From an optimization exercise on the open Yosys and OpenROAD flow, aimed at small area, a short achievable clock period and few clock cycles per item; shortcuts taken in it are not production practice. In this exercise RTL edits were held to simulation tests only and were not proved equivalent to the original.

try-harbor:
// reciprocal_float
module reciprocal_float(
    input clk, rst,
    input start,
    input [31:0] x,
    output [31:0] out,
    output done, zero_flag
);
Settings: LEC_CHECK=0, CAP_MARGIN=20, CORE_MARGIN=2, CORE_UTILIZATION=40, CTS_CLUSTER_DIAMETER=100, CTS_CLUSTER_SIZE=50, SLEW_MARGIN=20, SYNTH_HIERARCHICAL=1, SYNTH_MINIMUM_KEEP_SIZE=0; clock period 11.0 ns.
standard.sh (not shown) runs the stock make flow with config.mk's settings and CLKGATE_MAP_FILE= SYNTH_SCRIPT=/design/flow/synth_recipe.tcl, a recipe that flattens the netlist after the stock synthesis.
==> flow/flow/run.sh <==
#!/bin/bash
# The standard layout (standard.sh, unchanged synthesis), with repair_timing
# aiming below the clock period and smaller port buffers.
set -euo pipefail
bash standard.sh SETUP_SLACK_MARGIN=7.8 'BUFFER_PORTS_ARGS=-buffer_cell sky130_fd_sc_hd__buf_1' finish > standard_flow.log 2>&1
Testbench counts of try-harbor, summed over its fixed seeds: cycles 40,000, items 1,600.
Setup changes, try-harbor to try-sierra
Settings: an added ABC_AREA of 1; a deleted CTS_CLUSTER_DIAMETER that had been 100; a deleted CTS_CLUSTER_SIZE that had been 50.
==> comparison <==
From try-harbor to try-sierra the numbers moved as follows: synthesized area per cell went down by about 18%, synthesized area saw an increase, global-route usage -0.65 points.
Input-level comparison between try-fjord and try-sierra:
Settings: clearing ABC_AREA, which used to be 1.
-- flow/flow/run.sh --
<<< try-sierra, line 5
bash standard.sh SETUP_SLACK_MARGIN=7.8 'BUFFER_PORTS_ARGS=-buffer_cell sky130_fd_sc_hd__buf_1' finish > standard_flow.log 2>&1
>>> try-fjord, line 5
bash standard.sh SETUP_SLACK_MARGIN=7.6 'BUFFER_PORTS_ARGS=-buffer_cell sky130_fd_sc_hd__buf_1' finish > standard_flow.log 2>&1
[summary]
Per the comparison of try-fjord with try-sierra, worst setup timing slack at the placement stage shows a reduction of 0.10 ns.
What try-violet does differently from try-fjord at the input level:
Settings: ABC_AREA newly set to 1.
Results
- For try-fjord, the dominant combinational cell family by area after synthesis was compound AO/OA/AOI/OAI gates, unlike try-violet, where it was simple AND/OR/NAND/NOR gates.
- Note that the placed cell count recorded for try-violet amounts to 1.2 times the value seen in try-fjord.
- Looking at try-violet and try-fjord, the setup slack is a wash.
- Starting density of the core: try-violet vs try-fjord — no meaningful difference
Edits applied to the flow inputs when going from try-violet to try-willow:
Settings: ABC_AREA no longer set, was 1; CORE_UTILIZATION now 60, was 40.
-- flow/flow/run.sh --
<<< try-violet, line 5
bash standard.sh SETUP_SLACK_MARGIN=7.6 'BUFFER_PORTS_ARGS=-buffer_cell sky130_fd_sc_hd__buf_1' finish > standard_flow.log 2>&1
>>> try-willow, line 5
bash standard.sh SETUP_SLACK_MARGIN=7.8 'BUFFER_PORTS_ARGS=-buffer_cell sky130_fd_sc_hd__buf_1' finish > standard_flow.log 2>&1
## What came out
- try-willow finished all stages; the layout is clean.
- Diff try-violet -> try-willow | total area of multi-input combinational cells | decrease of about 4.3%
- Between try-willow and try-violet, worst hold slack is lower for try-violet, try-willow comes in above that.
- Diff try-willow and try-violet: synthesized cell count lower in try-willow
- Going from try-violet to try-willow, die area shrank by more than a quarter.
- Delta (try-willow minus try-violet): fraction of final layout cells with drive strength greater than 1 decreased 0.96 points.
- Compared with try-violet, try-willow shows a higher xor/xnor share of the synthesized area.
- try-willow — clock-buffer cell count 3 lower, try-violet as reference
- Looking at minimum clock period after layout across try-willow and try-violet, the one that comes out lower is try-willow.
- Multi-input logic portion of the cell area for try-willow: 1.5 points up relative to try-violet
Setup changes, try-willow to try-maple
Settings: changing CORE_UTILIZATION from 60 to 40.
Notes after the runs:
The via count was comparable across try-maple and try-willow. try-maple vs. try-willow: setup slack of the most critical reg-to-reg path went down by 0.03 ns. Against try-willow as the reference, try-maple delivers a higher clock period minus worst slack. Summary of try-maple over try-willow: global-route usage went down by 7.5 points; biggest cell delay along the critical path flat; well tap count went up by 42%.

static timing again, ports no longer ideal:
Ports are ideal in the flow. The routed layouts listed here were re-timed in OpenROAD.
Step 1 assumes that a clkbuf_16 drives the clock port and a buf_2 every other input.
Step 2 moves the port delays by t, midway between the first and last clock arrival at a register: inputs arrive t later, outputs are due t later. That takes back most of the time a late clock gives input paths.
a / b / c = no drivers / after step 1 / after step 2; a / b = the first two.
run	shift t [ns]	setup WS [ns]	worst setup path after step 2	worst slew at a driven data input, ns	pins driven straight from the clock port
try-harbor	0.376	7.892 / 7.859 / 7.739	input to register	0.03	1
try-sierra	0.368	7.892 / 7.853 / 7.806	input to register	0.03	1
try-fjord	0.376	7.892 / 7.859 / 7.739	input to register	0.03	1
try-violet	0.368	7.892 / 7.853 / 7.806	input to register	0.03	1
try-willow	0.375	7.895 / 7.863 / 7.777	input to register	0.03	1
try-maple	0.376	7.892 / 7.859 / 7.739	input to register	0.03	1
After both steps every run listed still meets setup and hold.
